Background: an optimization exercise with open tools, aiming at small area and a short achievable clock period. Do not read the settings as production practice. Function was checked by simulation only, so behaviour that the tests miss may differ from the original.

`config.mk`:
```
export PLATFORM = sky130hd
export DESIGN_NAME = int_exec
export DESIGN_NICKNAME = int_exec
export VERILOG_FILES = /design/flow/design.v
export SDC_FILE = /design/flow/constraint.sdc
export NUM_CORES = 4
export LEC_CHECK = 0
export CAP_MARGIN = 20
export CORE_MARGIN = 2
export CORE_UTILIZATION = 40
export SLEW_MARGIN = 20
```
`constraint.sdc`:
```
create_clock -name core_clock -period 90.0 [get_ports {clk}]
set_input_delay 18.0000 -clock core_clock [delete_from_list [all_inputs] [get_ports {clk}]]
set_output_delay 18.0000 -clock core_clock [all_outputs]
set_load 0.01 [all_outputs]
```
`design.v`:
```
/*verilator lint_off UNUSEDSIGNAL*/
/*verilator lint_off UNUSEDPARAM*/
/*verilator lint_off WIDTHEXPAND*/
/*verilator lint_off WIDTHTRUNC*/
/*verilator lint_off CASEINCOMPLETE*/
module IntegerUnits #(
    parameter NUM_PHYS_REGS = 64,
    parameter NUM_ALU = 2,
    parameter CDB_WIDTH = 4
) (
    input   logic                           clk,
    input   logic                           rst,
    input   logic   [NUM_ALU-1:0]           alu_valid,
    input   logic   [NUM_ALU-1:0][$clog2(NUM_PHYS_REGS)-1:0] alu_prd,
    input   logic   [NUM_ALU-1:0][31:0]                  alu_src1,
    input   logic   [NUM_ALU-1:0][31:0]                  alu_src2,
    input   logic   [NUM_ALU-1:0][3:0]                   alu_control,
    input   logic   [NUM_ALU-1:0][1:0]                   alu_src_sel,
    input   logic   [NUM_ALU-1:0][31:0]                  alu_imm,
    input   logic   [NUM_ALU-1:0][4:0]                   alu_shamt,
    input   logic   [NUM_ALU-1:0]           alu_reg_write,
    input   logic   [NUM_ALU-1:0][31:0]                  alu_pc,
    input   logic   [NUM_ALU-1:0][31:0]                  alu_pc_plus_4,
    input   logic   [NUM_ALU-1:0][6:0]                   alu_rob_idx,
    output  logic   [NUM_ALU-1:0]           alu_available,
    output  logic   [NUM_ALU-1:0]           alu_result_valid,
    output  logic   [NUM_ALU-1:0][$clog2(NUM_PHYS_REGS)-1:0] alu_result_prd,
    output  logic   [NUM_ALU-1:0][31:0]                  alu_result_data,
    output  logic   [NUM_ALU-1:0][6:0]                   alu_result_rob_idx,
    input   logic                           mul_valid,
    input   logic   [$clog2(NUM_PHYS_REGS)-1:0] mul_prd,
    input   logic   [31:0]                  mul_src1,
    input   logic   [31:0]                  mul_src2,
    input   logic                           mul_signed_op,   
    input   logic   [6:0]                   mul_rob_idx,
    output  logic                           mul_available,
    output  logic                           mul_result_valid,
    output  logic   [$clog2(NUM_PHYS_REGS)-1:0] mul_result_prd,
    output  logic   [31:0]                  mul_result_data,
    output  logic   [6:0]                   mul_result_rob_idx,
    input   logic                           div_valid,
    input   logic   [$clog2(NUM_PHYS_REGS)-1:0] div_prd,
    input   logic   [31:0]                  div_src1,
    input   logic   [31:0]                  div_src2,
    input   logic                           div_signed_op,   
    input   logic                           div_remainder,   
    input   logic   [6:0]                   div_rob_idx,
    output  logic                           div_available,
    output  logic                           div_result_valid,
    output  logic   [$clog2(NUM_PHYS_REGS)-1:0] div_result_prd,
    output  logic   [31:0]                  div_result_data,
    output  logic   [6:0]                   div_result_rob_idx,
    input   logic                           flush
);
    localparam PREG_BITS = $clog2(NUM_PHYS_REGS);
    logic [NUM_ALU-1:0][31:0] alu_op1;
    logic [NUM_ALU-1:0][31:0] alu_op2;
    logic [NUM_ALU-1:0][31:0] alu_raw_result;
    generate
        for (genvar a = 0; a < NUM_ALU; a++) begin : alu_gen
            always_comb begin
                alu_op1[a] = alu_src_sel[a][0] ? {27'b0, alu_shamt[a]} : alu_src1[a];
                alu_op2[a] = alu_src_sel[a][1] ? alu_imm[a] : alu_src2[a];
            end
            always_comb begin
                case (alu_control[a])
                    4'b0000: alu_raw_result[a] = alu_op1[a] + alu_op2[a];                     
                    4'b0001: alu_raw_result[a] = alu_op1[a] - alu_op2[a];                     
                    4'b0010: alu_raw_result[a] = alu_op1[a] & alu_op2[a];                     
                    4'b0011: alu_raw_result[a] = alu_op1[a] | alu_op2[a];                     
                    4'b0100: alu_raw_result[a] = ~(alu_op1[a] | alu_op2[a]);                  
                    4'b0101: alu_raw_result[a] = alu_op1[a] ^ alu_op2[a];                     
                    4'b0110: alu_raw_result[a] = alu_op2[a] << alu_op1[a][4:0];               
                    4'b0111: alu_raw_result[a] = $signed(alu_op2[a]) >>> alu_op1[a][4:0];     
                    4'b1000: alu_raw_result[a] = alu_op2[a] >> alu_op1[a][4:0];               
                    4'b1001: alu_raw_result[a] = {31'b0, $signed(alu_op1[a]) < $signed(alu_op2[a])};  
                    4'b1010: alu_raw_result[a] = {31'b0, alu_op1[a] < alu_op2[a]};            
                    4'b1011: alu_raw_result[a] = {alu_op2[a][15:0], 16'b0};                   
                    4'b1100: alu_raw_result[a] = alu_pc_plus_4[a] + 32'd4;                    
                    4'b1110: alu_raw_result[a] = alu_op1[a];                                  
                    4'b1111: alu_raw_result[a] = alu_op2[a];                                  
                    default: alu_raw_result[a] = 32'b0;
                endcase
            end
        end
    endgenerate
    assign alu_available = {NUM_ALU{1'b1}};
    always_ff @(posedge clk) begin
        if (rst || flush) begin
            for (int a = 0; a < NUM_ALU; a++) begin
                alu_result_valid[a] <= 1'b0;
                alu_result_prd[a] <= '0;
                alu_result_data[a] <= '0;
                alu_result_rob_idx[a] <= '0;
            end
        end else begin
            for (int a = 0; a < NUM_ALU; a++) begin
                alu_result_valid[a] <= alu_valid[a] && alu_reg_write[a];
                alu_result_prd[a] <= alu_prd[a];
                alu_result_data[a] <= alu_raw_result[a];
                alu_result_rob_idx[a] <= alu_rob_idx[a];
            end
        end
    end
    localparam MUL_STAGES = 4;
    logic [MUL_STAGES-1:0] mul_pipe_valid;
    logic [MUL_STAGES-1:0][PREG_BITS-1:0] mul_pipe_prd;
    logic [MUL_STAGES-1:0][6:0] mul_pipe_rob_idx;
    logic [MUL_STAGES-1:0][63:0] mul_pipe_result;
    assign mul_available = 1'b1;
    always_ff @(posedge clk) begin
        if (rst || flush) begin
            for (int s = 0; s < MUL_STAGES; s++) begin
                mul_pipe_valid[s] <= 1'b0;
                mul_pipe_prd[s] <= '0;
                mul_pipe_rob_idx[s] <= '0;
                mul_pipe_result[s] <= '0;
            end
            mul_result_valid <= 1'b0;
            mul_result_prd <= '0;
            mul_result_data <= '0;
            mul_result_rob_idx <= '0;
        end else begin
            mul_pipe_valid[0] <= mul_valid;
            mul_pipe_prd[0] <= mul_prd;
            mul_pipe_rob_idx[0] <= mul_rob_idx;
            if (mul_signed_op) begin
                mul_pipe_result[0] <= $signed(mul_src1) * $signed(mul_src2);
            end else begin
                mul_pipe_result[0] <= mul_src1 * mul_src2;
            end
            for (int s = 1; s < MUL_STAGES; s++) begin
                mul_pipe_valid[s] <= mul_pipe_valid[s-1];
                mul_pipe_prd[s] <= mul_pipe_prd[s-1];
                mul_pipe_rob_idx[s] <= mul_pipe_rob_idx[s-1];
                mul_pipe_result[s] <= mul_pipe_result[s-1];
            end
            mul_result_valid <= mul_pipe_valid[MUL_STAGES-1];
            mul_result_prd <= mul_pipe_prd[MUL_STAGES-1];
            mul_result_data <= mul_pipe_result[MUL_STAGES-1][31:0];  
            mul_result_rob_idx <= mul_pipe_rob_idx[MUL_STAGES-1];
        end
    end
    localparam DIV_LATENCY = 16;
    typedef enum logic [1:0] {
        DIV_IDLE,
        DIV_BUSY,
        DIV_DONE
    } div_state_t;
    div_state_t div_state;
    logic [4:0] div_counter;
    logic [PREG_BITS-1:0] div_saved_prd;
    logic [6:0] div_saved_rob_idx;
    logic [31:0] div_saved_src1, div_saved_src2;
    logic div_saved_signed, div_saved_remainder;
    logic [31:0] div_quotient, div_remainder_val;
    logic [31:0] div_abs1, div_abs2;
    assign div_abs1 = div_saved_src1[31] ? (~div_saved_src1 + 32'd1) : div_saved_src1;
    assign div_abs2 = div_saved_src2[31] ? (~div_saved_src2 + 32'd1) : div_saved_src2;
    assign div_available = (div_state == DIV_IDLE);
    always_ff @(posedge clk) begin
        if (rst || flush) begin
            div_state <= DIV_IDLE;
            div_counter <= '0;
            div_result_valid <= 1'b0;
            div_result_prd <= '0;
            div_result_data <= '0;
            div_result_rob_idx <= '0;
            div_saved_prd <= '0;
            div_saved_rob_idx <= '0;
            div_saved_src1 <= '0;
            div_saved_src2 <= '0;
            div_saved_signed <= 1'b0;
            div_saved_remainder <= 1'b0;
        end else begin
            div_result_valid <= 1'b0;
            case (div_state)
                DIV_IDLE: begin
                    if (div_valid && div_src2 != 32'b0) begin
                        div_state <= DIV_BUSY;
                        div_counter <= DIV_LATENCY - 1;
                        div_saved_prd <= div_prd;
                        div_saved_rob_idx <= div_rob_idx;
                        div_saved_src1 <= div_src1;
                        div_saved_src2 <= div_src2;
                        div_saved_signed <= div_signed_op;
                        div_saved_remainder <= div_remainder;
                    end
                end
                DIV_BUSY: begin
                    if (div_counter == 0) begin
                        div_state <= DIV_DONE;
                        if (div_saved_signed) begin
                            div_quotient <= (div_saved_src1[31] ^ div_saved_src2[31]) ?
                                            -(div_abs1 / div_abs2) : (div_abs1 / div_abs2);
                            div_remainder_val <= div_saved_src1[31] ?
                                            -(div_abs1 % div_abs2) : (div_abs1 % div_abs2);
                        end else begin
                            div_quotient <= div_saved_src1 / div_saved_src2;
                            div_remainder_val <= div_saved_src1 % div_saved_src2;
                        end
                    end else begin
                        div_counter <= div_counter - 1;
                    end
                end
                DIV_DONE: begin
                    div_state <= DIV_IDLE;
                    div_result_valid <= 1'b1;
                    div_result_prd <= div_saved_prd;
                    div_result_rob_idx <= div_saved_rob_idx;
                    div_result_data <= div_saved_remainder ? div_remainder_val : div_quotient;
                end
            endcase
        end
    end
endmodule
module int_exec (
    input  logic        clk,
    input  logic        rst,
    input  logic        flush,
    input  logic [1:0]  alu_valid,
    input  logic [11:0] alu_prd,
    input  logic [63:0] alu_src1,
    input  logic [63:0] alu_src2,
    input  logic [7:0]  alu_control,
    input  logic [3:0]  alu_src_sel,
    input  logic [63:0] alu_imm,
    input  logic [9:0]  alu_shamt,
    input  logic [1:0]  alu_reg_write,
    input  logic [63:0] alu_pc,
    input  logic [63:0] alu_pc_plus_4,
    input  logic [13:0] alu_rob_idx,
    output logic [1:0]  alu_available,
    output logic [1:0]  alu_result_valid,
    output logic [11:0] alu_result_prd,
    output logic [63:0] alu_result_data,
    output logic [13:0] alu_result_rob_idx,
    input  logic        mul_valid,
    input  logic [5:0]  mul_prd,
    input  logic [31:0] mul_src1,
    input  logic [31:0] mul_src2,
    input  logic        mul_signed_op,
    input  logic [6:0]  mul_rob_idx,
    output logic        mul_available,
    output logic        mul_result_valid,
    output logic [5:0]  mul_result_prd,
    output logic [31:0] mul_result_data,
    output logic [6:0]  mul_result_rob_idx,
    input  logic        div_valid,
    input  logic [5:0]  div_prd,
    input  logic [31:0] div_src1,
    input  logic [31:0] div_src2,
    input  logic        div_signed_op,
    input  logic        div_remainder,
    input  logic [6:0]  div_rob_idx,
    output logic        div_available,
    output logic        div_result_valid,
    output logic [5:0]  div_result_prd,
    output logic [31:0] div_result_data,
    output logic [6:0]  div_result_rob_idx
);
    IntegerUnits #(
        .NUM_PHYS_REGS(64),
        .NUM_ALU(2),
        .CDB_WIDTH(4)
    ) units (
        .clk(clk),
        .rst(rst),
        .alu_valid(alu_valid),
        .alu_prd(alu_prd),
        .alu_src1(alu_src1),
        .alu_src2(alu_src2),
        .alu_control(alu_control),
        .alu_src_sel(alu_src_sel),
        .alu_imm(alu_imm),
        .alu_shamt(alu_shamt),
        .alu_reg_write(alu_reg_write),
        .alu_pc(alu_pc),
        .alu_pc_plus_4(alu_pc_plus_4),
        .alu_rob_idx(alu_rob_idx),
        .alu_available(alu_available),
        .alu_result_valid(alu_result_valid),
        .alu_result_prd(alu_result_prd),
        .alu_result_data(alu_result_data),
        .alu_result_rob_idx(alu_result_rob_idx),
        .mul_valid(mul_valid),
        .mul_prd(mul_prd),
        .mul_src1(mul_src1),
        .mul_src2(mul_src2),
        .mul_signed_op(mul_signed_op),
        .mul_rob_idx(mul_rob_idx),
        .mul_available(mul_available),
        .mul_result_valid(mul_result_valid),
        .mul_result_prd(mul_result_prd),
        .mul_result_data(mul_result_data),
        .mul_result_rob_idx(mul_result_rob_idx),
        .div_valid(div_valid),
        .div_prd(div_prd),
        .div_src1(div_src1),
        .div_src2(div_src2),
        .div_signed_op(div_signed_op),
        .div_remainder(div_remainder),
        .div_rob_idx(div_rob_idx),
        .div_available(div_available),
        .div_result_valid(div_result_valid),
        .div_result_prd(div_result_prd),
        .div_result_data(div_result_data),
        .div_result_rob_idx(div_result_rob_idx),
        .flush(flush)
    );
endmodule
```
`run.sh`:
```
#!/bin/bash
# synth_recipe.tcl (not shown) runs the flow's synth.tcl, then flattens the netlist and writes it again
# the make line also repeats each setting of config.mk as NAME=value (left out here)
make -C /OpenROAD-flow-scripts/flow DESIGN_CONFIG=/design/flow/config.mk WORK_HOME=/design/flow/orfs CLKGATE_MAP_FILE= SYNTH_SCRIPT=/design/flow/synth_recipe.tcl finish
```
==> summary.txt <==
worst max-delay path, delay by kind of cell, from the launching register on:
kind,cells,cell delay (ns)
AO/OA/AOI/OAI,157,39.29
AND/OR/NAND/NOR,104,22.62
adder cells (fa/ha/maj),32,10.29
buffers and inverters,50,10.16
multiplexers,4,1.61
flip-flops,1,0.46
XOR/XNOR,2,0.30
cell type report:
| type | count | area (sq um) | area share [%] |
|---|---|---|---|
| Clock buffer | 90 | 1970 | 1.35 |
| Inverter | 1304 | 4900 | 3.36 |
| Clock inverter | 34 | 363 | 0.249 |
| Multi-Input combinational cell | 13745 | 99900 | 68.4 |
| Antenna cell | 6 | 15.0 | 0.0103 |
| Sequential cell | 518 | 11000 | 7.55 |
| Tap cell | 3919 | 4900 | 3.36 |
| Timing Repair Buffer | 2827 | 22900 | 15.7 |
state kept, by name (all words and copies together), names as in the netlist, 7 cells and up:
signal and count:
units.mul_pipe_result 128, units.alu_result_data 64, units.div_quotient 32, units.div_remainder_val 32, units.div_result_data 32, units.div_saved_src1 32
units.div_saved_src2 32, units.mul_result_data 32, units.mul_pipe_rob_idx 28, units.mul_pipe_prd 24, units.alu_result_rob_idx 14, units.alu_result_prd 12
units.div_result_rob_idx 7, units.div_saved_rob_idx 7, units.mul_result_rob_idx 7
cell usage after synthesis, drive strengths merged, types with 98 or more instances:
master	number	area [sq um]
a211oi	178	1350
a21o	347	2610
a21oi	1310	6560
a31oi	211	1330
and2	420	2630
and3	131	820
buf	105	473
clkbuf	628	2360
dfxtp	454	9090
fa	565	11300
ha	1475	18500
inv	1297	4870
mux2	113	1270
mux2i	235	2350
nand2	1957	7350
nand2b	153	957
nand3	325	1640
nand4	134	838
nor2	1516	5700
nor2b	199	1240
nor3	429	2210
nor4	98	626
o211ai	145	1100
o21a	265	1990
o21ai	909	4550
o21bai	112	841
o22ai	117	738
o31ai	131	988
or2	105	657
or3	135	850
xnor2	635	5560
xor2	364	3190
per-stage QoR:
| step | hold slack (ns) | worst slack [ns] |
|---|---|---|
| finish | 0.414 | 4.75 |
| floorplan | 0.406 | 8.37 |
| CTS | 0.406 | 1.39 |
| global placement | 0.406 | 2.35 |
| global route | 0.429 | -0.138 |
| detailed placement | 0.410 | 1.90 |
kinds of logic after synthesis:
kind of cell,Yosys count,share of synthesized area (%)
AND/OR/NAND/NOR,5774,22.9
buffers and inverters,2037,6.57
AO/OA/AOI/OAI,4581,25.3
flip-flops,518,9.36
other,1,0.00319
adder cells (fa/ha/maj),2040,25.3
XOR/XNOR,999,7.44
multiplexers,348,3.08
final timing paths:
kind         cells past startpoint                               endpoint  slack, ns
min reg2reg                      1  units.mul_pipe_result[215]$_SDFF_PP0_       0.41
max                            349  units.div_remainder_val[21]$_DFFE_PP_       4.75
min                              1  units.mul_pipe_result[215]$_SDFF_PP0_       0.41
max reg2reg                    349  units.div_remainder_val[21]$_DFFE_PP_       4.75
what timing repair did:
item                                   CTS  global route
setup buffers                            0             9
gates resized for setup                  0            86
setup endpoints to repair                0            64
endpoints found under the hold margin    0             0
per-layer routing:
| metal | vias to the layer above | track usage, % |
|---|---|---|
| li1 | 62139 | - |
| met1 | 61787 | 43.2 |
| met2 | 5575 | 51.3 |
| met3 | 1124 | 5.00 |
| met4 | 12 | 16.0 |
| met5 | - | 0 |
==> impl_results.md <==
* Outcome: complete, no violations
* CP most frequent cell: buf_4
* F_max at 11.7 MHz
* Async set or reset register ratio after synthesis at 0%
* Yosys cell types at 120
* Vias in the first global route at 123691
* Post-synthesis to final-layout area growth at 24.1%
* Post-route insts no fill at 22443
* Final setup violation count at 0
* Core ar. at 0.293 sq mm
* Worst-Margin Slew at 1.25 ns
* DPL Wire Length at 403000 microns
* CTS tree: built
* GR Overflow Total at 0
* Reg2reg start: units.div_saved_src2[1]$_SDFFE_PP0P_
* WL met1 at 214000 microns
* Crit Path Class: reg2reg
* Final Wtd Congestion at 1.06
* Post-CTS Hold Fix Bufs at 0
* Std cell rows at 199
* Top FF cell, synth: dfxtp_1
* WL met3 at 43200 microns
* TNS Setup at 0 ns
* Period utilisation layout at 94.7%
* Share of layout cells above drive strength 1 at 15.1%
* CTS sink count at 518
* Clock period minus worst slack at 85.25 ns
* DR WL met2 at 218000 microns
* Crit end category: flop
* Drt pass-1 iters at 7
* # IOs at 722
* Most frequent cells in the layout: 2167 x buf_4, 1953 x nand2_1, 1500 x nor2_1
* Vias per std cell at 5.82
* Post-Syn Area at 0.118 sq mm
* Nets at 21043
* Worst skew pair latency at 0.81 ns
* Max-slew violations at 0
* Worst Hold Class: reg2reg
* Inst Count DP at 22304
* Finished Core Util at 49.8%
* Startpoint types: flop
* Crit path arrival time at 85.75 ns
* Number of synthesis warnings at 1
* Die area at 0.298 sq mm
* CP Data Required Time at 90.50 ns
* # DRC at 0
* Top Layer Used: met5
* Min-delay src: units.mul_pipe_result[151]$_SDFF_PP0_
* Worst setup path startpoint: units.div_saved_src2[1]$_SDFFE_PP0P_
* Chip Height at 546 microns
* Initial antenna violation count at 22
* Synthesized flop and latch total at 518
* Antenna Nets Post-Route at 0
* Layout Skew at 0.0621 ns
* Max Buffers Root-to-Sink at 4
* Fill cells at 29670
* Die Wd at 546 microns
* Commonest non-fill, non-tap cell in the layout: buf_4
* Crit path largest cell delay at 0.70 ns
* Port Buf Inserts at 654
* Final Cell Area at 0.146 sq mm
* H-tree levels at 3
* Starting Density at 40.1%
* CTS root buffer: clkbuf_16
* DP Area at 0.143 sq mm
* Crit-path slowest cell: or4b_4
* Largest net degree at the start of global routing at 203
* All-Layer GR Usage at 32.6%
* CP max FO at 25
* Post-synth EDFFs at 64
* CTS Buf Count at 73
* Cells after Synth at 16298
* Synthesized area per cell at 7.21 sq um
* Worst-path clk slew at 0.06 ns
* Sequential share of the synthesized area at 9.36%
* Max Cap Violations at 0
* Via count at 130637
* First-pass GRT wire length at 756000 microns
* Relative slew slack at 16.5%
* Hold Violations, Final at 0
* 1st-iter DRT viols at 12568
* DR WL/cell at 22.5 microns
* Routed WL at 505000 microns

## port drivers added, routing unchanged
Ports are ideal in the flow. The routed layout listed here was re-timed in OpenROAD.
Step 1: set_driving_cell puts a clkbuf_16 on clk and a buf_2 on each other input, an assumption about the parent block.
Step 2 adds t to the input delays and takes it off the output delays; t is the mean of the earliest and latest rising clock arrival at the registers after step 1. Input paths then give back, and output paths get back, about the clock's delay inside the block.
a / b / c = ideal / step 1 / step 2; a / b = the first two.
t, ns: 0.873
setup slack, ns: 4.749 / 4.749 / 4.749
worst hold slack (ns): 0.414 / 0.414 / 0.414
latest minus earliest clock arrival (ns): 0.065 / 0.065
pins driven straight from the clock port: 1
After both steps setup and hold are still met in this run. For this run, drivers alone change the setup slack by 0.000 ns; drivers and shift together by 0.000 ns.
